This design comes from an exercise in tuning for small area on the open sky130 flow, not from production work.
Only simulation tests tie the RTL to the original design; equivalence was not proved.
The flow treats the clock pin as an ideal source, which a real chip does not have.
No activity file was given, so power comes from the tool's default toggle rates.

<file path="run.sh">
#!/bin/bash
# synth_recipe.tcl (not shown) runs the flow's synth.tcl, then flattens the netlist and writes it again
# the make line also repeats each setting of config.mk as NAME=value (left out here)
make -C /OpenROAD-flow-scripts/flow DESIGN_CONFIG=/design/flow/config.mk WORK_HOME=/design/flow/orfs CLKGATE_MAP_FILE= SYNTH_SCRIPT=/design/flow/synth_recipe.tcl finish
</file>
<file path="config.mk">
export PLATFORM = sky130hd
export DESIGN_NAME = m16imit
export DESIGN_NICKNAME = m16imit
export VERILOG_FILES = /design/flow/design.v
export SDC_FILE = /design/flow/constraint.sdc
export NUM_CORES = 4
export LEC_CHECK = 0
export CAP_MARGIN = 20
export CORE_MARGIN = 2
export CORE_UTILIZATION = 40
export SLEW_MARGIN = 20
</file>
<file path="constraint.sdc">
create_clock -name core_clock -period 10.0 [get_ports {clk100}]
set_input_delay 2.0000 -clock core_clock [delete_from_list [all_inputs] [get_ports {clk100}]]
set_output_delay 2.0000 -clock core_clock [all_outputs]
set_load 0.01 [all_outputs]
</file>
<file path="design.v">
module globalReset			 
(
	input clk,				 
	input reset,			 
	output reg rst			 
);
reg [5:0] count;
always@(posedge clk or negedge reset)
begin
	if (~reset) begin rst <= 0; count <= 0; end
	else if (count > 6'b111110) rst <= 1;		 
	else begin rst <= 0; count <= count + 1'b1; end		 
end
endmodule
module divReg
(
	input reset,
	input iClkIN,			 
	output oCE8				 
);
reg [2:0] clk;
always @(posedge iClkIN or negedge reset)
if (~reset)
	clk <= 0;
else 
	clk<=clk+1'b1;				 
assign oCE8 = (clk == 3'd3);
endmodule
module m16(
	input reset, 
	input iClkOrb,
	input iCE,										 
	input [11:0]iWord,
	output reg [10:0]oAddr,
	output [4:0]numGrp,
	output reg oRdEn,
	output reg oSwitch,
	output reg oOrbit,
	output reg [11:0]oParallel,
	output reg oVal
);
reg [3:0]cntBit;
reg [10:0]cntWrd;
reg [4:0]cntPhr, cntGrp;
reg [6:0]cntFrm;
reg cntMem;
reg [11:0]outWord;
reg [2:0]seq;
assign numGrp = cntGrp;
always@(negedge reset or posedge iClkOrb)begin
	if(~reset)begin
		outWord <= 0;
		oAddr <= 0;
		oRdEn <= 0;
		oSwitch <= 0;
		oOrbit <= 0;
		oParallel <= 0;
		oVal <= 0;
		cntBit <= 0;
		cntFrm <= 0;
		cntGrp <= 0;
		cntPhr <= 0;
		cntWrd <= 0;
		seq <= 0;
	end else if (iCE) begin
		seq <= seq + 1'b1;
		case(seq)
			0: begin
				oOrbit <= outWord[11-cntBit];
				if (cntBit == 0) begin
					oParallel <= outWord;
					oVal <= 1;
				end else oVal <= 0;
			end
			1: begin
				if (cntBit == 11) begin
					oAddr <= cntWrd +1'b1;
					oRdEn <= 1;
					outWord <= 12'b0;
				end
				cntBit <= cntBit + 1'b1;
			end
			2: begin
				if (cntBit == 12) begin
					cntBit <= 0;
					outWord <= iWord;
					cntWrd <= cntWrd + 1'b1;
					if (cntWrd == 2047) begin
						oSwitch <= ~oSwitch;
						cntGrp <= cntGrp + 1'b1;
						if (cntGrp == 31) cntGrp <= 0;
						cntFrm <= cntFrm + 1'b1;
						if (cntFrm == 127) cntFrm <= 0;
					end
					cntPhr <= cntPhr + 1'b1;
					if (cntPhr == 31) cntPhr <= 0;
				end
			end
			3: begin
				oRdEn <= 0;
				seq <= 0;
				if (cntBit == 0) begin
					case (cntPhr)
						2,4,6,8,18,24,26,30: outWord <= outWord | 12'b100000000000;
					endcase
					case (cntGrp)
						31: begin
							case (cntWrd)
								1808, 1936, 1968, 2032: outWord <= outWord | 12'b100000000000;
							endcase
						end
						default: begin
							case (cntWrd)
								1840, 1872, 1904, 2000: outWord <= outWord | 12'b100000000000;
							endcase
						end
					endcase
					case (cntFrm)
						0: begin
							case (cntWrd)
								240: outWord <= outWord | 12'b100000000000;
							endcase
						end
					endcase
				end
			end			
		endcase
	end
end
endmodule
module m16Filler(
	input reset,
	input clk,
	input bufGetWord,
	input [10:0]bufRdPointer,
	input [4:0]numGrp,
	output reg [11:0]dataWord
);
reg once1, once2, once3, once4, once5;
reg [7:0]cnt8up1;
reg [9:0]cnt10up1, cnt10dn1, cnt10up2, cnt8dn1;
always@(negedge reset or posedge clk)begin
	if (~reset) begin
		dataWord <= 0;
		cnt8up1 <= 0;
		cnt8dn1 <= 0;
		cnt10up1 <= 0;
		cnt10up2 <= 0;
		cnt10dn1 <= 0;
		once1 <= 0;
		once2 <= 0;
		once3 <= 0;
		once4 <= 0;
		once5 <= 0;
		dataWord <= 0;
	end else begin
			if(bufGetWord) begin
				case((bufRdPointer))
					0:
					begin  
						dataWord <= {1'b0, cnt10up1[9:0],1'b0}; 
							if(once1 == 0)begin
								cnt10up1 <= cnt10up1 + 1'b1;
								once1 <= 1;
							end
					end
					12,140,268,396,524,652,780,908,1036,1164,1292,1420,1548,1676,1804,1932:
					begin
						dataWord <= {1'b0, cnt8dn1[9:0],1'b0};
						if(once4 == 0)begin
							cnt8dn1 <= cnt8dn1 + 1'b1;
							once4 <= 1;
						end
					end
					594:
					begin
						if (once5 == 0) begin
							if (numGrp == 1) begin
								cnt10up2 <= cnt10up2 + 1'b1;
								dataWord <= {1'b0, cnt10up2[9:0], 1'b0};
								once5 <= 1;
							end else begin
								dataWord <= {1'b0, 8'd0, 3'b010};
							end
						end
					end
					default: begin
						once1 <= 0;
						once2 <= 0;
						once3 <= 0;
						once4 <= 0;
						once5 <= 0;
						dataWord <= {1'b0, 8'd0, 3'b010};
					end
				endcase
			end
	end
end
endmodule
module M8(
	input reset,
	input clk,										 
	input iCE,										 
	input [11:0]iData,
	output reg oSwitch,
	output reg oRdEn,
	output reg [9:0]oAddr,
	output reg oSerial,
	output reg [11:0]oParallel,
	output reg oValid,
	output reg [4:0]cntGrp,
	output reg oLCB1_rq,
	output reg oLCB2_rq,
	output reg oLCB3_rq,
	output reg oLCB4_rq,
	output reg [4:0]oLCB_num
);
reg [23:0]outWrd;
reg [1:0]cntDiv;
reg [4:0]cntBit;
reg [2:0]cntWrd;
reg [6:0]cntPhr;
reg [9:0]cntMem;
reg [1:0]cntCcl;
wire [23:0]iDoubled;
reg [3:0]cnt1Sec;
reg [3:0]cnt10Sec;
reg [3:0]cnt100Sec;
reg [3:0]cnt1000Sec;
reg [11:0]cntLCBrq;
wire [11:0]oSingled;
assign iDoubled = {iData[11],iData[11],iData[10],iData[10],iData[9],iData[9],iData[8],iData[8],iData[7],iData[7],iData[6],iData[6],iData[5],iData[5],iData[4],iData[4],iData[3],iData[3],iData[2],iData[2],iData[1],iData[1],iData[0],iData[0]};
assign oSingled = {outWrd[22], outWrd[20], outWrd[18], outWrd[16], outWrd[14], outWrd[12], outWrd[10], outWrd[8], outWrd[6], outWrd[4], outWrd[2], outWrd[0]};
always@(posedge clk or negedge reset) begin
if (~reset) begin  
	cntDiv <= 1;
	cntBit <= 0;
	cntWrd <= 0;
	cntPhr <= 0;
	cntGrp <= 0;
	cntMem <= 0;
	cntCcl <= 0;
	cnt1Sec <= 0;
	cnt10Sec <= 0;
	cnt100Sec <= 0;
	cnt1000Sec <= 0;
	cntLCBrq <= 0;
	oLCB_num <= 0;
	oLCB1_rq <= 0;
	oLCB2_rq <= 0;
	oLCB3_rq <= 0;
	oLCB4_rq <= 0;
	oSwitch <= 0;
	oParallel <= 0;
	oSerial <= 0;
	oValid <= 0;
	outWrd <= 0;
	oAddr <= 0;
	oRdEn <= 0;
end else if (iCE) begin	 
	cntDiv <= cntDiv + 1'b1;
	case (cntDiv)									 
		0: 	begin
			oSerial <= outWrd[(23-cntBit)];			 
			if (cntBit == 0) begin
				oParallel <= oSingled;
				oValid <= 1;
			end else oValid <= 0;
		end
		1:	begin
			if (cntBit == 23) begin					 
				oAddr <= cntMem + 1'b1;
				oRdEn <= 1;							 
				outWrd <= 24'd0;					 
			end
			cntBit <= cntBit + 1'b1;				 
		end
		2:	if (cntBit == 24) begin					 
				cntBit <= 0;						 
				outWrd <= iDoubled;					 
				if (cntMem == 0) begin oSwitch <= ~oSwitch; end 
				cntMem <= cntMem + 1'b1;			 
				cntWrd <= cntWrd + 1'b1;
				if (cntWrd == 7) begin		 
					cntPhr <= cntPhr + 1'b1;
					if (cntPhr == 127) begin		 
						cntGrp <= cntGrp + 1'b1;
						if (cntGrp == 31) begin		 
							cntCcl <= cntCcl + 1'b1;
							if (cntCcl == 3) begin		 
								cnt1Sec <= cnt1Sec + 1'b1;
								if (cnt1Sec == 9) begin		 
									cnt1Sec <= 0;
									if (cnt10Sec == 9) begin	 
										cnt10Sec <= 0;
										if (cnt100Sec == 9) begin		 
											cnt100Sec <= 0;
											if (cnt1000Sec == 9) begin
												cnt1000Sec <= 0; 
											end else begin cnt1000Sec <= cnt1000Sec + 1'b1; end
										end else begin cnt100Sec <= cnt100Sec + 1'b1; end
									end else begin cnt10Sec <= cnt10Sec + 1'b1; end
								end 
							end 
						end 
					end 
				end 
			end
		3: begin
			oRdEn <= 0;
			if (cntBit == 0) begin					
				case (cntPhr)							 
					0,2,4,6,8,10,12,14,16,18,20,22,24,26,28,30,32,34,36,38,40,42,44,46,48,50,52,54,56,58,60,62,64,66,68,70,72,74,76,78,80,82,84,86,88,90,92,94,96,98,100,102,104,106,108,110,112,114,116,118,120,122,124,126:
					if (cntWrd == 0) begin outWrd <= (outWrd | 24'b100000000000000000000000); end
				endcase
				case (cntGrp)
					31:	begin							 
						case (cntPhr)
							113,121,123,127: if (cntWrd == 0) begin outWrd <= (outWrd | 24'b110000000000000000000000); 	end
						endcase
					end
					default: begin						 
						case (cntPhr)
							115,117,119,125: if (cntWrd == 0) begin outWrd <= (outWrd | 24'b110000000000000000000000); end
						endcase
					end
				endcase
				case (cntCcl)							 
					0:	if (cntGrp == 0)
							if (cntPhr == 15)
								if (cntWrd == 0) begin outWrd <= (outWrd | 24'b110000000000000000000000); end
				endcase
			end
			cntDiv <= 0;
		end
	endcase
	cntLCBrq <= cntLCBrq + 1'b1;
	case (cntLCBrq)
		0: oLCB1_rq <= 1;
		20: oLCB1_rq <= 0;
		600: oLCB2_rq <= 1;
		620: oLCB2_rq <= 0;
		1200: oLCB3_rq <= 1;
		1220: oLCB3_rq <= 0;
		1800: oLCB4_rq <= 1;
		1820: oLCB4_rq <= 0;
		3021: oLCB_num <= oLCB_num + 1'b1;
		3071: cntLCBrq <= 0;
	endcase
end
end
endmodule
module m8Filler(
	input reset,
	input clk,
	input bufGetWord,
	input [9:0]bufRdPointer,
	input [4:0]numGrp,
	output reg [11:0]dataWord
);
reg once3, once2, once1;
reg [7:0]dat6012;
reg [9:0]slow128, dat1, dat1012;
reg [4:0]grpCnt;
always@(negedge reset or posedge clk)begin
	if (~reset) begin
		dataWord <= 0;
		dat1012 <= 0;
		dat6012 <= 0;
		once1 <= 0;
		once2 <= 0;
		once3 <= 0;
		slow128 <= 0;
		dat1 <= 0;
		grpCnt <= 0;
	end else begin
			if(bufGetWord) begin
				case((bufRdPointer))
					0:
					begin  
						dataWord <= {1'b0, dat1012[9:0],3'b1};
							if(once1==0)begin
								dat1012 <= dat1012 + 1'b1;
								once1<=1;
							end
					end
					1:
					begin	 
						dataWord <= {1'b0, dat1[9:0],1'b1};
						if(once2==0)begin
							if ((numGrp == 1)||(numGrp == 9)||(numGrp == 17)||(numGrp == 25)) begin
								dat1 <= dat1 + 1'b1;
								once2<=1;
							end
						end
					end
					6,70,134,198,262,326,390,454,518,582,646,710,774,838,902,966:
					begin
						dataWord <= {1'b0, slow128, 1'b0};
						if (once3 == 0)begin		 
							once3 <= 1;
							slow128 <= slow128 + 1'b1;
						end
					end
					default: begin
						dataWord <= {1'b0, 8'd0, 3'b010};
						once1<=0;
						once2<=0;
						once3<=0;
					end
				endcase
			end
	end
end
endmodule
module m16imit(
	input clk100,										 
	input rst_n,										 
	output Orb_serial,
	output Orb_M8,
	output Orb_M1	
);
wire aclr, ce8;
globalReset aClear (.clk(clk100), .reset(rst_n), .rst(aclr));
divReg clkDivider(.reset(aclr), .iClkIN(clk100), .oCE8(ce8));
wire [11:0]wordM16, wordM8;
wire [10:0]rdAddrM16;
wire [9:0]rdArrdM8;
wire getWordM16, getWordM8;
wire [4:0]numGrp16, numGrp8;
assign Orb_M1 = ~Orb_M8;
m16 frameFormer_16( .reset(aclr), .iClkOrb(clk100), .iCE(ce8), .iWord(wordM16), .oAddr(rdAddrM16), .numGrp(numGrp16), .oRdEn(getWordM16), .oOrbit(Orb_serial) );
m16Filler fill16( .reset(aclr), .clk(clk100), .bufGetWord(getWordM16), .bufRdPointer(rdAddrM16), .numGrp(numGrp16), .dataWord(wordM16) );
M8 frameFormer_8(	.reset(aclr), .clk(clk100), .iCE(ce8), .iData(wordM8), .oRdEn(getWordM8), .oAddr(rdArrdM8), .cntGrp(numGrp8), .oSerial(Orb_M8) );
m8Filler fill8( .reset(aclr), .clk(clk100), .bufGetWord(getWordM8), .bufRdPointer(rdArrdM8), .numGrp(numGrp8), .dataWord(wordM8) );
endmodule
</file>
==> results of run 1 <==
registers in the layout, indices dropped and copies added (netlist names), 5 cells and up:
name	cells
frameFormer_16.oAddr	11
fill16.dataWord	10
aClear.count	6
frameFormer_8.cntGrp	5
frameFormer_8.outWrd	13
frameFormer_8.cntPhr	7
fill8.dat1012	9
frameFormer_16.outWord	11
fill16.cnt10up1	10
frameFormer_8.cntBit	5
fill8.dat1	10
frameFormer_16.cntFrm	7
frameFormer_16.cntWrd	11
fill16.cnt10up2	10
frameFormer_16.cntGrp	5
frameFormer_8.oAddr	10
fill16.cnt8dn1	10
frameFormer_8.cntMem	10
fill8.dataWord	12
frameFormer_16.cntPhr	5
fill8.slow128	10
stage by stage:
stage,util,power (mW),instances
final,0.457,1.86,1398
after global routing,0.457,1.92,1398
after CTS,0.457,1.89,1398
after detailed placement,0.422,0.888,1353
after global placement,0.422,0.888,1353
after floorplan,-,0.887,1048
layout by cell type, fill, tap and decap left out, types with 3 or more instances in the layout:
master / n
nand3b_1: 3
a31oi_1: 8
a222oi_1: 10
a21oi_1: 42
mux2_2: 16
nor3_1: 17
buf_4: 5
clkbuf_8: 8
dfrtp_1: 213
clkdlybuf4s50_1: 4
or2_2: 4
o22ai_1: 8
mux4_2: 5
nand4_1: 21
nor4_1: 8
or3_1: 7
bufinv_16: 4
inv_1: 47
nand3_1: 46
a221oi_1: 3
xnor2_1: 78
clkbuf_16: 25
nor2b_1: 3
xor2_1: 32
nor2_1: 70
and3_1: 19
nand2b_1: 8
o31ai_1: 5
and4_1: 8
o21ai_0: 67
a22oi_1: 11
clkbuf_1: 3
ha_1: 52
and2_1: 5
clkinv_2: 3
nor4_4: 4
nand2_1: 149
logic make-up (layout without fill, tap and decap cells):
family,count (synthesis),in the layout,synth area share
compound gates,171,171,0.0973
xor+xnor,110,110,0.0907
fa+ha+maj,52,52,0.0612
buf+inv,87,102,0.0310
flops,215,215,0.506
mux,23,23,0.0294
simple gates,390,390,0.184
worst min path at each step:
stage / end
floorplan: clkDivider.clk[0]
global placement: frameFormer_16.cntFrm[6]
detailed placement: frameFormer_16.cntFrm[6]
CTS: fill8.slow128[8]
global route: frameFormer_16.cntFrm[0]
finish: frameFormer_16.cntWrd[10]
power groups by stage:
stage / logic, mW / clock network [mW] / registers, mW
floorplan: 0.00000195 / 0 / 0.887
global placement: 0.000884 / 0 / 0.887
CTS: 0.000906 / 1.02 / 0.871
detailed placement: 0.000906 / 0 / 0.887
global route: 0.00103 / 1.05 / 0.870
finish: 0.000864 / 0.986 / 0.871
layer usage:
metal,up-vias,track usage,part of all wire
met5,-,0,0
met4,0,0.0360,0.019
met3,25,0.0228,0.034
met2,105,0.224,0.44
met1,3536,0.223,0.51
li1,3639,-,-
synthesized netlist by cell type, drive strengths merged, types with 10 or more instances:
master | instances | area, µm²
dfrtp | 214 | 5360
nand2 | 149 | 559
xnor2 | 78 | 683
nor2 | 72 | 273
o21ai | 68 | 340
ha | 52 | 651
inv | 47 | 176
nand3 | 46 | 230
a21oi | 42 | 210
clkbuf | 37 | 139
xor2 | 32 | 280
nand4 | 21 | 131
and3 | 19 | 119
nor3 | 19 | 111
mux2 | 16 | 180
nor4 | 13 | 148
a22oi | 11 | 82.6
a222oi | 10 | 100
area by class of cell:
cell class | count | area (µm²) | area share
Timing Repair Buffer | 10 | 97.6 | 0.00820
Tap cell | 335 | 419 | 0.0352
Sequential cell | 215 | 5390 | 0.452
Clock buffer | 36 | 747 | 0.0627
Clock inverter | 9 | 163 | 0.0137
Multi-Input combinational cell | 746 | 4920 | 0.413
Inverter | 47 | 176 | 0.0148
==> flow_summary.toml, run 1 <==
[synth]
syn_area_per_cell_um2 = 10.1
synth.yosys.seq_area_share = 0.506
asyncSetResetFlopFracSynth = 1.00
post_synth_inst_count = 1048
post_synth_instance_area_mm2 = 0.0106
yosys_warnings = 6
synth_edf_count = 0
syn-num-nets = 1102
ys_dominant_reg_cell = "dfrtp_1"
post_synth_num_cell_types = 62
ys_seq_elements = 215

[detailed_routing]
dr.pass1.iters = 8
drt_antenna_net_count = 0
post_drt_via_cell_ratio = 5.23
detailedRoute.firstIterationViolations = 513
via_count = 7305
drc = 0
route.detailed.wl_per_inst_um = 14.3
detail_route.wirelength_mm = 20.0

[critical_path]
reg2reg_from = "frameFormer_8.cntDiv[0]"
endpoint = "Orb_M1"
worst-path-stages = 2
worstRegToRegCells = 6
critical_path_arrival_ps = 1490
worstSetupPathType = "register to output pin"
critPathTopFamily = "buffers and inverters"
critPathMaxStageDelay_ps = 520
buffering_stage_count_on_the_worst_path_with_inverters_included = 2
cp_max_fo = 3
worstPathCellList = "inv_1, clkdlybuf4s50_1"
critPathRequiredTime_ps = 8000
setup.worst_path.end_class = "output pin"
rrSetupSlack_ps = 7190
crit_start = "frameFormer_8.oSerial"
critical_path.slowest_cell = "clkdlybuf4s50_1"
critPathLaunchType = "register"
reg2reg_to = "frameFormer_8.cntCcl[1]"

[final_layout]
share_of_layout_cells_above_drive_strength_1 = 0.0856
antennaDiodeCount = 0
final_nets = 1099
final_cell_area_mm2 = 0.0119
layout_area_growth_over_synthesis_pct = 12.0
layout_filler_cell_count = 2446

[sta]
final_max_slew_viol_count = 0
finalClockSkew_ps = 28.3
final-hold-violation-count = 0
grt_setup_unrepaired = "false"
slew_headroom = 0.405
worst_slew_pin_slew_ps = 885
fin_ws_ps = 6510
finalCritPeriodShare = 0.349
min_period_ps = 3490
smallest_hold_slack_ps = 380
final.setup.tns_ps = 0
timing.final.setup_violations = 0
achievable-frequency_mhz = 286

[pwr]
power_frac_comb = 0
power_density_mw_per_mm2 = 156
cell_internal_pwr_mw = 1.49
power_switching_share = 0.196
p_sw_mw = 0.364
p_seq_frac = 0.469
power_leakage_nw = 5.31
p_clk_frac = 0.531
worst_ir_drop_vdd_v = 0.000143

[grt]
antenna_violations_before_repair = 0
gr-usage-all-layers = 0.148
grt_pass1_wl_mm = 35.1
grt_start_max_net_pins = 158
grt_pass1_vias = 7102
grt_overflow_total = 0

[clock_tree]
post_cts_buffers = 0
holdBufCountCts = 0
htree_num_levels = 1
cts-buffers-inserted = 25
clkSlewWorstSetupHoldPaths_ps = 60
max-clock-path-buffers = 3
worst_skew_pair.late_latency_ps = 540
tritoncts = "built"
post_cts_resized = 0
clock_sink_count = 215
clock_tree.root_cell = "clkbuf_16"

[die]
floorplan.initialDensity = 0.408
design.portCount = 5
fp.dieW_um = 167
std_cell_rows = 59
chipHeight_um = 167
coreArea_mm2 = 0.0261
die-area_mm2 = 0.0279

[placement]
placed_cell_area_mm2 = 0.0110
dpl_worst_slack_ps = 7050
gp_congestion = 0.780
numPortBuffers = 4
detailed_place_hpwl_mm = 13.8

[hold_path]
min-delay-path-class = "register to async pin"

[outcome]
run_status = "timing/DRC/antenna clean"

[flow_run]
drv_cap = 0
==> run 2, diff against run 1 <==
==> design.v (replaced) <==
module m16imit(
	input clk100,										 
	input rst_n,										 
	output Orb_serial,
	output Orb_M8,
	output Orb_M1
);
reg [4:0] R;
reg [4:0] H;
reg run;				 
reg fw;					 
reg [24:0] N;			 
reg ser;
wire step = (R == 5'd31);
wire wrd = step & (H == 5'd23);
wire [9:0] a = N[9:0];
wire [14:0] f = N[24:10];
wire fz = (f[4:0] == 5'd0);
wire mkS = (a[9:7] == 3'd0) && (a[3:0] == 4'd0) &&
	(((a[6:4] == 3'd0) || (a[6:4] == 3'd4) || (a[6:4] == 3'd5) || (a[6:4] == 3'd7)) == fz);
wire mk240 = (a == 10'd240) && (f[6:0] == 7'd0);
wire m2 = mkS | mk240;
wire mk16 = m2 | (a[3:0] == 4'd1) | (a[3:0] == 4'd4) | (a[3:0] == 4'd5) | (a[3:0] == 4'd7) |
	(a[3:0] == 4'd9) | (a[3:0] == 4'd10) | (a[3:0] == 4'd11) | (a[3:0] == 4'd12);
wire w0 = (a == 10'd120);
wire w12 = (a[5:0] == 6'd62);
wire w594 = (a == 10'd417) && (f[4:0] == 5'd1);
wire [9:0] X16 = w0 ? f[9:0] : w594 ? f[14:5] : N[15:6];
wire isX16 = w0 | w12 | w594;
wire [11:0] word16 = isX16 ? {mk16, X16, 1'b0} : {mk16, 10'd1, 1'b0} ;
wire s16 = (H < 5'd12) ? word16[5'd11 - H] : (H == 5'd22);
wire [9:0] dat1 = f[12:3] + (f[2:0] != 3'd0);
wire [11:0] data8 = (a == 10'd120) ? {f[8:0], 3'b001} :
	(a == 10'd121) ? {1'b0, dat1, 1'b1} :
	w12 ? {1'b0, N[15:6], 1'b0} : 12'h002;
wire m1 = (a[3:0] == 4'd8);
wire o8 = (H == 5'd0) ? (data8[11] | m1 | m2) :
	(H == 5'd1) ? (data8[11] | m2) : data8[4'd11 - H[4:1]];
always @(posedge clk100 or negedge rst_n)
	if (~rst_n) begin
		R <= 5'd4;
		H <= 5'd22;
		run <= 1'b0;
		fw <= 1'b1;
		N <= 25'd120;
		ser <= 1'b0;
	end else begin
		R <= R + 1'b1;
		if (step) H <= (H == 5'd23) ? 5'd0 : H + 1'b1;
		if ((R == 5'd3) && (H == 5'd0)) run <= 1'b1;
		if (run & wrd) begin
			N <= N + 1'b1;
			fw <= 1'b0;
		end
		if (run && (R == 5'd7)) ser <= s16;
	end
assign Orb_serial = ser;
assign Orb_M8 = ~fw & o8;
assign Orb_M1 = ~Orb_M8;
endmodule
==> run 2 against run 1 <==
Against the previous run: critical path depth up 7; flip-flop and latch count down 177; cell count down 71%; register-to-register slack worse by 170 ps; wire length down 66%; final area down 75%; sequential power down 82%; via count down 68%; setup slack worse by 2100 ps; critical endpoint unchanged; largest cell class is now multi-input gates; largest power group is now registers.
==> flow_summary.toml, run 2 <==
[synth]
yosys.area_share.adder = 0.0706
netlist_top_cells_count = "32 x nand2_1, 29 x dfrtp_1, 24 x xnor2_1, 20 x nand3_1, 20 x nor2_1"
post-synth-top-count-cell = "nand2_1"
ys_dominant_reg_cell = "dfrtp_1"
synthDominantCellAreaShare = 0.256
synth.area.top_cells = "dfrtp_1 26%, dfstp_2 8.3%, xnor2_1 7.4%"
ys_seq_elements = 38
synth.yosys.seq_area_share = 0.339
yosys_warnings = 1
yosysTopAreaCell = "dfrtp_1"
post_synth_inst_count = 329
post_synth_instance_area_mm2 = 0.00284
synthSimpleGateAreaFrac = 0.235
synth-compound-area-share = 0.173
synthMuxAreaShare = 0.0177
main_combinational_cell_family_by_area_after_synthesis = "simple AND/OR/NAND/NOR gates"
post_synth_num_cell_types = 55
syn_area_per_cell_um2 = 8.62
synth_xor_xnor_area_share = 0.102
asyncSetResetFlopFracSynth = 1.00
synth_edf_count = 0
syn-num-nets = 347

[outcome]
run_status = "timing/DRC/antenna clean"

[sta]
final-hold-violation-count = 0
finalClockSkew_ps = 2.59
min_period_ps = 5550
achievable-frequency_mhz = 180
final_max_slew_viol_count = 0
slew_headroom = 0.421
finalCritPeriodShare = 0.555
timing.final.setup_violations = 0
smallest_hold_slack_ps = 462
final.setup.tns_ps = 0
worst_slew_pin_slew_ps = 869
grt_setup_unrepaired = "false"

[clock_tree]
htree_num_levels = 2
cts-buffers-inserted = 5
post_cts_buffers = 0
holdBufCountCts = 0
tritoncts = "built"
clock_tree.root_cell = "clkbuf_8"
worst_skew_pair.late_latency_ps = 280
max-clock-path-buffers = 2
clkSlewWorstSetupHoldPaths_ps = 80
clock_sink_count = 38
post_cts_resized = 0

[grt]
grt_pass1_wl_mm = 11.5
grt_pass1_vias = 2154
grt_start_max_net_pins = 39
gr-usage-all-layers = 0.188
antenna_violations_before_repair = 0
grt_overflow_total = 0

[detailed_routing]
drt_antenna_net_count = 0
route.detailed.wl_per_inst_um = 16.6
drc = 0
dr.pass1.iters = 4
via_count = 2307
detailedRoute.firstIterationViolations = 274
detail_route.wirelength_mm = 6.77
post_drt_via_cell_ratio = 5.64

[critical_path]
critPathRequiredTime_ps = 8000
worstSetupPathType = "register to output pin"
setup.worst_path.end_class = "output pin"
critical_path_arrival_ps = 3550
cp_max_fo = 16
critPathLaunchType = "register"

[final_layout]
largest-register = "N"
final_nets = 330
antennaDiodeCount = 0
layout_area_growth_over_synthesis_pct = 4.32
largest_register_ff_count = 25
most-common-layout-cells = "32 x nand2_1, 29 x dfrtp_1, 24 x xnor2_1"
layout_filler_cell_count = 706
final_cell_area_mm2 = 0.00296
final_common_cell = "nand2_1"
share_of_layout_cells_above_drive_strength_1 = 0.0639
biggest_regs = "N x25, H x5, R x5"

[pwr]
worst_ir_drop_vdd_v = 0.0000561
power_density_mw_per_mm2 = 90.5
p_clk_frac = 0.414
power_switching_share = 0.217
power_leakage_nw = 1.14
p_seq_frac = 0.574
cell_internal_pwr_mw = 0.210
p_sw_mw = 0.0582
power_frac_comb = 0.012

[placement]
detailed_place_hpwl_mm = 4.83
numPortBuffers = 4
placed_cell_area_mm2 = 0.00287
gp_congestion = 0.911

[die]
die-area_mm2 = 0.00778
floorplan.initialDensity = 0.415
coreArea_mm2 = 0.00683
std_cell_rows = 30
chipHeight_um = 88.2
fp.dieW_um = 88.2
design.portCount = 5

[flow_run]
drv_cap = 0

[hold_path]
min-delay-path-class = "register to register"
==> run 2: cell count changes in the layout (fill, tap and decap cells not counted), sizes merged, moves of 26 or more <==
cell / delta
a21oi: -27
clkbuf: -29
dfrtp: -185
ha: -36
inv: -35
nand2: -117
nand3: -26
nor2: -52
o21ai: -52
xnor2: -54
==> run 2: final cells by class <==
class | instances | area, µm² | area share
Multi-Input combinational cell | 249 | 1700 | 0.574
Sequential cell | 38 | 962 | 0.325
Tap cell | 96 | 120 | 0.0406
Clock buffer | 7 | 86.3 | 0.0292
Inverter | 14 | 52.6 | 0.0178
Timing Repair Buffer | 4 | 35.0 | 0.0118
Clock inverter | 1 | 5.00 | 0.00169
==> run 2: path summary, 6_finish.rpt <==
kind	startpoint	endpoint	slack (ps)	cells past startpoint
worst max-delay path	N[0]	Orb_M1	4450	9
worst min register to register	R[0]	R[0]	460	1
worst min-delay path	R[0]	R[0]	460	1
min in group asynchronous	rst_n	N[13]	1830	1
max in group asynchronous	rst_n	ser	7630	1
worst max register to register	N[0]	ser	7020	9
==> run 2: layer usage <==
metal  wire length (µm)  vias up  GRT usage
met5                  0        -          0
met2               3130       49      0.290
met3                329        9     0.0330
met1               3230     1103      0.276
met4                 82        0     0.0413
li1                   -     1146          -
==> run 2: logic make-up after synthesis <==
group           after synthesis
simple gates                124
xor+xnor                     33
compound gates               71
flops                        38
buf+inv                      42
fa+ha+maj                    16
mux                           5
==> run 2: power groups by stage <==
stage	Combinational (mW)	Sequential, mW	Clock, mW
floorplan	0.000000659	0.157	0
global placement	0.00324	0.157	0
detailed placement	0.00337	0.157	0
CTS	0.00338	0.154	0.113
global route	0.00383	0.154	0.120
finish	0.00310	0.154	0.111
==> run 2: per-stage QoR <==
| stage | std cells | worst slack, ps | util | power, mW |
|---|---|---|---|---|
| finish | 409 | 4450 | 0.433 | 0.268 |
| global route | 409 | 4160 | 0.433 | 0.277 |
| CTS | 409 | 4530 | 0.433 | 0.270 |
| detailed placement | 401 | 4870 | 0.420 | 0.160 |
| global placement | 401 | 4940 | 0.420 | 0.160 |
| floorplan | 329 | 5590 | - | 0.157 |
==> run 2: worst max-delay path, cell delays in order (launching register included) <==
cell             delay [ps]
dfrtp_1                 430
inv_1                   130
ha_1                    260
nor4b_1                 470
nand3_1                 510
o2111ai_1               380
nand3_1                 110
o21ai_0                 230
a41o_1                  190
clkdlybuf4s50_1         530
==> run 3, diff against run 2 <==
--- a/design.v
+++ b/design.v
@@ -7,7 +7,6 @@
 );
 reg [4:0] R;
 reg [4:0] H;
-reg run;				 
 reg fw;					 
 reg [24:0] N;			 
 reg ser;
@@ -36,25 +35,26 @@
 wire m1 = (a[3:0] == 4'd8);
 wire o8 = (H == 5'd0) ? (data8[11] | m1 | m2) :
 	(H == 5'd1) ? (data8[11] | m2) : data8[4'd11 - H[4:1]];
+wire startup = H[4] & H[3];	 
 always @(posedge clk100 or negedge rst_n)
 	if (~rst_n) begin
 		R <= 5'd4;
-		H <= 5'd22;
-		run <= 1'b0;
-		fw <= 1'b1;
-		N <= 25'd120;
+		H <= 5'd30;
 		ser <= 1'b0;
 	end else begin
 		R <= R + 1'b1;
 		if (step) H <= (H == 5'd23) ? 5'd0 : H + 1'b1;
-		if ((R == 5'd3) && (H == 5'd0)) run <= 1'b1;
-		if (run & wrd) begin
-			N <= N + 1'b1;
-			fw <= 1'b0;
-		end
-		if (run && (R == 5'd7)) ser <= s16;
+		if (R == 5'd7) ser <= s16;
+	end
+always @(posedge clk100)
+	if (startup) begin
+		N <= 25'd120;
+		fw <= 1'b1;
+	end else if (wrd) begin
+		N <= N + 1'b1;
+		fw <= 1'b0;
 	end
 assign Orb_serial = ser;
-assign Orb_M8 = ~fw & o8;
+assign Orb_M8 = ~startup & ~fw & o8;
 assign Orb_M1 = ~Orb_M8;
 endmodule
==> flow/run.sh (new file) <==
#!/bin/bash
# Standard synthesis, then an area re-mapping of its combinational logic,
# then the standard layout flow on the re-mapped netlist.
set -euo pipefail
W=$PWD
R=$W/orfs/results/$FLOW_PLATFORM/m16imit/base
bash standard.sh $R/1_2_yosys.v > $W/log_synth.log 2>&1
cp $R/1_2_yosys.v $W/std_1_2_yosys.v
LIB=$FLOW_HOME/platforms/$FLOW_PLATFORM/lib/sky130_fd_sc_hd__tt_025C_1v80.lib \
IN_V=$W/std_1_2_yosys.v OUT_V=$W/resynth.v ABC_SCRIPT=$W/flow/area.abc \
  yosys -c $W/flow/resynth.tcl > $W/log_resynth.log 2>&1
cp $W/resynth.v $R/1_2_yosys.v
# clock tree without dummy loads; plain buffers on the ports
export CTS_ARGS="-repair_clock_nets -dont_use_dummy_load -sink_clustering_enable -sink_clustering_size 64 -sink_clustering_max_diameter 500 -buf_list sky130_fd_sc_hd__clkbuf_8"
export BUFFER_PORTS_ARGS="-buffer_cell sky130_fd_sc_hd__buf_1"
bash standard.sh > $W/log_layout.log 2>&1
==> flow/area.abc (new file) <==
strash
&get -n
&deepsyn -T 60
&dch -f
&nf -a -R 1000
&put
==> flow/resynth.tcl (new file) <==
# Re-map the combinational logic of the standard synthesis netlist for area.
# Flip-flops (and their instance and net names) are kept as they are.
set lib $::env(LIB)
# the platform's don't-use cells (low-power and probe cells) stay out of the mapping
set fh [open $lib]
set libtext [read $fh]
close $fh
set dont {}
foreach {all name} [regexp -all -inline {cell\s*\(\s*"?(sky130_fd_sc_hd__(?:lpflow|probe)\w*)} $libtext] {
  lappend dont -dont_use $name
}
yosys read_liberty -ignore_miss_func -ignore_miss_dir $lib
yosys read_verilog $::env(IN_V)
yosys hierarchy -top $::env(FLOW_TOP)
yosys setattr -mod -set keep_hierarchy 1 sky130_fd_sc_hd__df* sky130_fd_sc_hd__ed* sky130_fd_sc_hd__sd* sky130_fd_sc_hd__dl*
yosys flatten $::env(FLOW_TOP)
yosys select $::env(FLOW_TOP)
yosys opt -purge
yosys abc -script $::env(ABC_SCRIPT) -liberty $lib {*}$dont
yosys opt_clean -purge
yosys splitnets
yosys opt_clean -purge
yosys hilomap -singleton -hicell sky130_fd_sc_hd__conb_1 HI -locell sky130_fd_sc_hd__conb_1 LO
yosys insbuf -buf sky130_fd_sc_hd__buf_4 A X
yosys select -clear
yosys stat -liberty $lib $::env(FLOW_TOP)
yosys select $::env(FLOW_TOP)
yosys write_verilog -noattr -nohex -nodec -selected $::env(OUT_V)
==> standard.sh (new file) <==
#!/bin/bash
# synth_recipe.tcl (not shown) runs the flow's synth.tcl, then flattens the netlist and writes it again
# the make line also repeats each setting of config.mk as NAME=value (left out here)
make -C /OpenROAD-flow-scripts/flow DESIGN_CONFIG=/design/flow/config.mk WORK_HOME=/design/flow/orfs CLKGATE_MAP_FILE= SYNTH_SCRIPT=/design/flow/synth_recipe.tcl "${@:-finish}"
removed: run.sh
==> run 3 against run 2 <==
Against the previous run: setup slack about the same; hold slack improved by 12 ps; clock power decreased by 17%; sequential share of layout area increased by 3.1 points; largest power group unchanged; global-route usage decreased by 0.22 points; clock-buffer cell count decreased by 2; still clean; synthesized area decreased by 27%; die area decreased by 26%; critical path depth increased by 4; utilization increased by 1.3 points; critical endpoint unchanged; flip-flop and latch count decreased by 1.
==> flow_summary.toml, run 3 <==
[placement]
dpl_worst_slack_ps = 4600
detailed_place_hpwl_mm = 3.62
gp_congestion = 0.942
numPortBuffers = 4

[critical_path]
rrSetupSlack_ps = 5140
critical_path_arrival_ps = 3550
setup.worst_path.end_class = "output pin"
critPathLaunchType = "register"
critPathRequiredTime_ps = 8000
worstSetupPathType = "register to output pin"
cp_max_fo = 19

[detailed_routing]
post_drt_via_cell_ratio = 5.94
drc = 0
via_count = 2039
wirelength_met1_mm = 2.54
detailroute.wirelength.met2_mm = 2.29
top_layer = "met4"
dr.pass1.iters = 4
detailedRoute.firstIterationViolations = 172
drt_antenna_net_count = 0
wl_met3_um = 294
detail_route.wirelength_mm = 5.22
route.detailed.wl_per_inst_um = 15.2

[pwr]
power_density_mw_per_mm2 = 107
power_leakage_nw = 0.827
worst_ir_drop_vdd_v = 0.0000878

[final_layout]
antennaDiodeCount = 0
largest-register = "N"
biggest_regs = "N x25, H x5, R x5"
final_nets = 277
layout_area_growth_over_synthesis_pct = 8.77
share_of_layout_cells_above_drive_strength_1 = 0.0440
most-common-layout-cells = "37 x a21oi_1, 26 x dfxtp_1, 25 x nand2_1"
largest_register_ff_count = 25
final_common_cell = "a21oi_1"

[grt]
grt_pass1_wl_mm = 8.70
grt_overflow_total = 0
grt_start_max_net_pins = 20
gr-usage-all-layers = 0.186
antenna_violations_before_repair = 0
grt_pass1_vias = 1802

[clock_tree]
max-clock-path-buffers = 2
clkSlewWorstSetupHoldPaths_ps = 70
tritoncts = "built"
clock_sink_count = 37
post_cts_buffers = 0
holdBufCountCts = 0
cts-buffers-inserted = 5
htree_num_levels = 2
post_cts_resized = 0
worst_skew_pair.late_latency_ps = 290
clock_tree.root_cell = "clkbuf_8"

[sta]
grt_setup_unrepaired = "false"
finalClockSkew_ps = 7.68
worst_slew_pin_slew_ps = 1040
slew_headroom = 0.305
fin_ws_ps = 4450
smallest_hold_slack_ps = 474
min_period_ps = 5550
final-hold-violation-count = 0
final_max_slew_viol_count = 0
timing.final.setup_violations = 0
finalCritPeriodShare = 0.555
achievable-frequency_mhz = 180
final.setup.tns_ps = 0

[die]
std_cell_rows = 26
floorplan.initialDensity = 0.410
design.portCount = 5
fp.dieW_um = 75.9
coreArea_mm2 = 0.00504
chipHeight_um = 75.9
die-area_mm2 = 0.00576

[outcome]
run_status = "timing/DRC/antenna clean"

[flow_run]
drv_cap = 0

[synth]
yosys_warnings = 1
post_synth_instance_area_mm2 = 0.00207
syn-num-nets = 265
post_synth_inst_count = 263
syn_area_per_cell_um2 = 7.86

[hold_path]
min-delay-path-class = "register to register"
## run 3: stage by stage
step	power (mW)	utilization	cell area [µm²]	instances
finish	0.241	0.446	2250	343
global route	0.248	0.446	2250	343
CTS	0.244	0.446	2250	343
detailed placement	0.152	0.432	2180	338
global placement	0.152	0.432	2180	338
floorplan	0.151	-	2070	263
## run 3: path summary, 6_finish.rpt
check                      cells after the start   from      to
setup / recovery                              13   N[3]  Orb_M1
min in group asynchronous                      1  rst_n    R[1]
setup reg to reg                              18   R[2]   N[24]
hold / removal                                 2     fw      fw
hold reg to reg                                2     fw      fw
max in group asynchronous                      1  rst_n    H[1]
## run 3: where the power goes
part / total, mW / switching (mW) / internal [mW]
Sequential: 0.148 / 0 / 0.148
Combinational: 0.000875 / 0.000793 / 0.0000814
Clock: 0.0917 / 0.0469 / 0.0448
## run 3: final cells by class
class	instances	area (µm²)
clock buffers	5	68.8
fillers	504	2790
inverters	8	30.0
multi-input cells	218	1240
flip-flops and latches	37	802
well taps	70	87.6
repair buffers	5	22.5
## run 3: layer usage
metal | vias up | GRT usage
met2 | 58 | 0.299
met1 | 952 | 0.248
met3 | 12 | 0.0393
met4 | 0 | 0.0655
met5 | - | 0
li1 | 1017 | -
## run 3: worst max-delay path: stages, from the launching register on
cell,delay [ps]
dfxtp_1,480
nand2b_1,130
or3_1,310
or4_1,520
nor2_2,570
nand2_1,130
nand2_1,130
a21oi_1,60
o31a_1,140
a211oi_1,200
o21ai_0,130
a31oi_1,250
clkinv_1,80
buf_1,130
==> run 4, diff against run 3 <==
==> flow/run.sh (replaced) <==
#!/bin/bash
# Standard synthesis, then an area re-mapping of its combinational logic,
# then the standard layout flow on the re-mapped netlist.
set -euo pipefail
W=$PWD
R=$W/orfs/results/$FLOW_PLATFORM/m16imit/base
bash standard.sh $R/1_2_yosys.v > $W/log_synth.log 2>&1
cp $R/1_2_yosys.v $W/std_1_2_yosys.v
# a few area scripts, run side by side; the smallest netlist is kept
export LIB=$FLOW_HOME/platforms/$FLOW_PLATFORM/lib/sky130_fd_sc_hd__tt_025C_1v80.lib
export IN_V=$W/std_1_2_yosys.v
for s in area area_mfs area_twice; do
  OUT_V=$W/resynth_$s.v ABC_SCRIPT=$W/flow/$s.abc \
    yosys -c $W/flow/resynth.tcl > $W/log_resynth_$s.log 2>&1 &
done
wait
best=""; bestarea=""
for s in area area_mfs area_twice; do
  a=$(grep "Chip area for module" $W/log_resynth_$s.log | tail -1 | awk '{print $NF}')
  [ -n "$a" ] || continue
  if [ -z "$best" ] || awk -v x="$a" -v y="$bestarea" 'BEGIN{exit !(x<y)}'; then best=$s; bestarea=$a; fi
done
echo "resynthesis kept: $best ($bestarea um2)" > $W/log_resynth_choice.log
cp $W/resynth_$best.v $R/1_2_yosys.v
# clock tree without dummy loads; plain buffers on the ports
export CTS_ARGS="-repair_clock_nets -dont_use_dummy_load -sink_clustering_enable -sink_clustering_size 64 -sink_clustering_max_diameter 500 -buf_list sky130_fd_sc_hd__clkbuf_8"
export POST_CTS_TCL=$W/flow/post_cts.tcl
export FLOW_CLK_PORT=clk100
export FLOW_CLK_ROOT_CELL=sky130_fd_sc_hd__clkbuf_2
export BUFFER_PORTS_ARGS="-buffer_cell sky130_fd_sc_hd__buf_1"
bash standard.sh > $W/log_layout.log 2>&1
==> flow/area_mfs.abc (new file) <==
strash
&get -n
&deepsyn -T 60
&dch -f
&nf -a -R 1000
&put
mfs3 -a
==> flow/area_twice.abc (new file) <==
strash
&get -n
&deepsyn -T 60
&dch -f
&nf -a -R 1000
&put
strash
&get -n
&dch -f
&nf -a -R 1000
&put
==> flow/post_cts.tcl (new file) <==
# The clock tree's root buffer drives only the few leaf buffers' inputs:
# a small buffer is enough there.
set block [ord::get_db_block]
set clknet [$block findNet $::env(FLOW_CLK_PORT)]
foreach it [$clknet getITerms] {
  if {[$it isInputSignal]} {
    set root [$it getInst]
    if {[string match "sky130_fd_sc_hd__clkbuf_*" [[$root getMaster] getName]]} {
      $root swapMaster [[ord::get_db] findMaster $::env(FLOW_CLK_ROOT_CELL)]
      puts "root [$root getName] is now $::env(FLOW_CLK_ROOT_CELL)"
    }
  }
}
==> run 4 against run 3 <==
Against the previous run: hold slack got worse by 4.5 ps; cell count rose by 0.58%; critical path depth did not move; via count rose by 1.0%; flip-flop and latch count did not move; first-iteration DRC count rose by 17%; fmax fell by 4.8%.
==> flow_summary.toml, run 4 <==
[outcome]
run_status = "timing/DRC/antenna clean"

[detailed_routing]
via_count = 2060
detail_route.wirelength_mm = 5.43
post_drt_via_cell_ratio = 5.97
dr.pass1.iters = 6
route.detailed.wl_per_inst_um = 15.7
detailedRoute.firstIterationViolations = 202
drc = 0
drt_antenna_net_count = 0

[final_layout]
largest_register_ff_count = 25
final_common_cell = "a21oi_1"
layout_area_growth_over_synthesis_pct = 8.62
largest-register = "N"
final_nets = 279
antennaDiodeCount = 0
most-common-layout-cells = "37 x a21oi_1, 27 x nand2_1, 26 x dfxtp_1"
postLayoutCoreUtil = 0.444
share_of_layout_cells_above_drive_strength_1 = 0.0436
biggest_regs = "N x25, H x5, R x5"

[grt]
grt_pass1_wl_mm = 8.86
grt_overflow_total = 0
gr-usage-all-layers = 0.205
grt_pass1_vias = 1790
antenna_violations_before_repair = 0
grt_start_max_net_pins = 20

[critical_path]
critical_path_arrival_ps = 3820
reg2reg_from = "R[2]"
rrSetupSlack_ps = 5220
endpoint = "Orb_M1"
critPathRequiredTime_ps = 8000
cp_max_fo = 19
critPathLaunchType = "register"
crit_start = "N[3]"
worstRegToRegCells = 18
reg2reg_to = "N[24]"
setup.worst_path.end_class = "output pin"
worstSetupPathType = "register to output pin"

[placement]
numPortBuffers = 4
detailed_place_hpwl_mm = 3.71
gp_congestion = 0.880

[sta]
grt_setup_unrepaired = "false"
final.setup.tns_ps = 0
timing.final.setup_violations = 0
final_max_slew_viol_count = 0
min_period_ps = 5820
finalCritPeriodShare = 0.582
achievable-frequency_mhz = 172
finalClockSkew_ps = 7.92
final-hold-violation-count = 0
worst_slew_pin_slew_ps = 1080
slew_headroom = 0.279

[die]
coreArea_mm2 = 0.00504
chipHeight_um = 75.8
fp.dieW_um = 75.8
die-area_mm2 = 0.00574
design.portCount = 5
std_cell_rows = 26
floorplan.initialDensity = 0.409

[pwr]
power_leakage_nw = 0.836
worst_ir_drop_vdd_v = 0.0000583
power_density_mw_per_mm2 = 105
design_power_total_mw = 0.235

[clock_tree]
worst_skew_pair.late_latency_ps = 380
tritoncts = "built"
clkSlewWorstSetupHoldPaths_ps = 70
clock_sink_count = 37

[synth]
yosys_warnings = 1
syn_area_per_cell_um2 = 7.81
post_synth_inst_count = 264
post_synth_instance_area_mm2 = 0.00206
syn-num-nets = 266

[hold_path]
min-delay-path-class = "register to register"

[flow_run]
drv_cap = 0
run 4: worst min path at each step:
stage          depth (start not counted)  start   to  slack (ps)
6_report                               2     fw   fw         470
5_1_grt                                1    ser  ser         520
3_3_place_gp                           2     fw   fw         460
2_1_floorplan                          2     fw   fw         440
3_5_place_dp                           2     fw   fw         460
run 4: worst max-delay path, cell delays in order, from the launching register on:
cell and delay (ps):
dfxtp_1 480, nand2b_1 130, or3_1 310, or4_1 500, nor2_1 850, nand2_1 110, nand2_1 120, a21oi_1 50
o31a_1 140, a211oi_1 190, o21ai_0 120, a31oi_1 240, clkinv_1 80, buf_1 130
run 4: layer usage:
metal / global-route usage / wire length (µm) / share of wire / up-vias
li1: - / - / - / 1017
met1: 0.287 / 2570 / 0.47 / 942
met2: 0.297 / 2360 / 0.44 / 86
met3: 0.0582 / 401 / 0.074 / 15
met4: 0.0760 / 93 / 0.017 / 0
met5: 0 / 0 / 0 / -
run 4: report_power, final:
part / switching [mW] / internal, mW
logic: 0.000771 / 0.0000816
registers: 0 / 0.148
clock network: 0.0485 / 0.0379
run 4: area by class of cell:
type | instances | area [µm²]
Inverter | 7 | 26.3
Tap cell | 70 | 87.6
Timing Repair Buffer | 6 | 30.0
Sequential cell | 37 | 802
Fill cell | 534 | 2800
Multi-Input combinational cell | 220 | 1230
Clock buffer | 5 | 60.1
run 4: per-stage QoR:
stage / std cells / worst slack (ps) / hold slack (ps) / instance area (µm²)
after floorplan: 264 / 4960 / 435 / 2060
after global placement: 340 / 4720 / 460 / 2180
after detailed placement: 340 / 4650 / 461 / 2180
after global routing: 345 / 3780 / 520 / 2240
final: 345 / 4180 / 470 / 2240

what the ideal ports hide:
The flow's constraints put no driver on any port. The routed layouts listed below were extracted and timed again, unchanged, in two steps. Step 1: set_driving_cell puts a clkbuf_16 on clk100 and a buf_2 on each other input, an assumption about the parent block. Step 2 also shifts input and output timing later by t, the mid clock arrival at the registers, as if the neighbouring blocks saw the same clock. Three values: ideal ports, drivers, drivers and shift; two values: the first two.
run	shift t [ns]	setup slack, ns	worst setup path at the end	slew at the worst register clock pin (ns)	cell pins on the clock port's net
run 1	0.571	6.509 / 6.464 / 7.035	register to output	0.06 / 0.06	1
run 2	0.314	4.454 / 4.424 / 4.737	register to output	0.08 / 0.08	1
run 3	0.310	4.453 / 4.426 / 4.736	register to output	0.07 / 0.07	1
run 4	0.402	4.176 / 4.149 / 4.551	register to output	0.07 / 0.07	1
After both steps setup and hold are still met in every run listed.
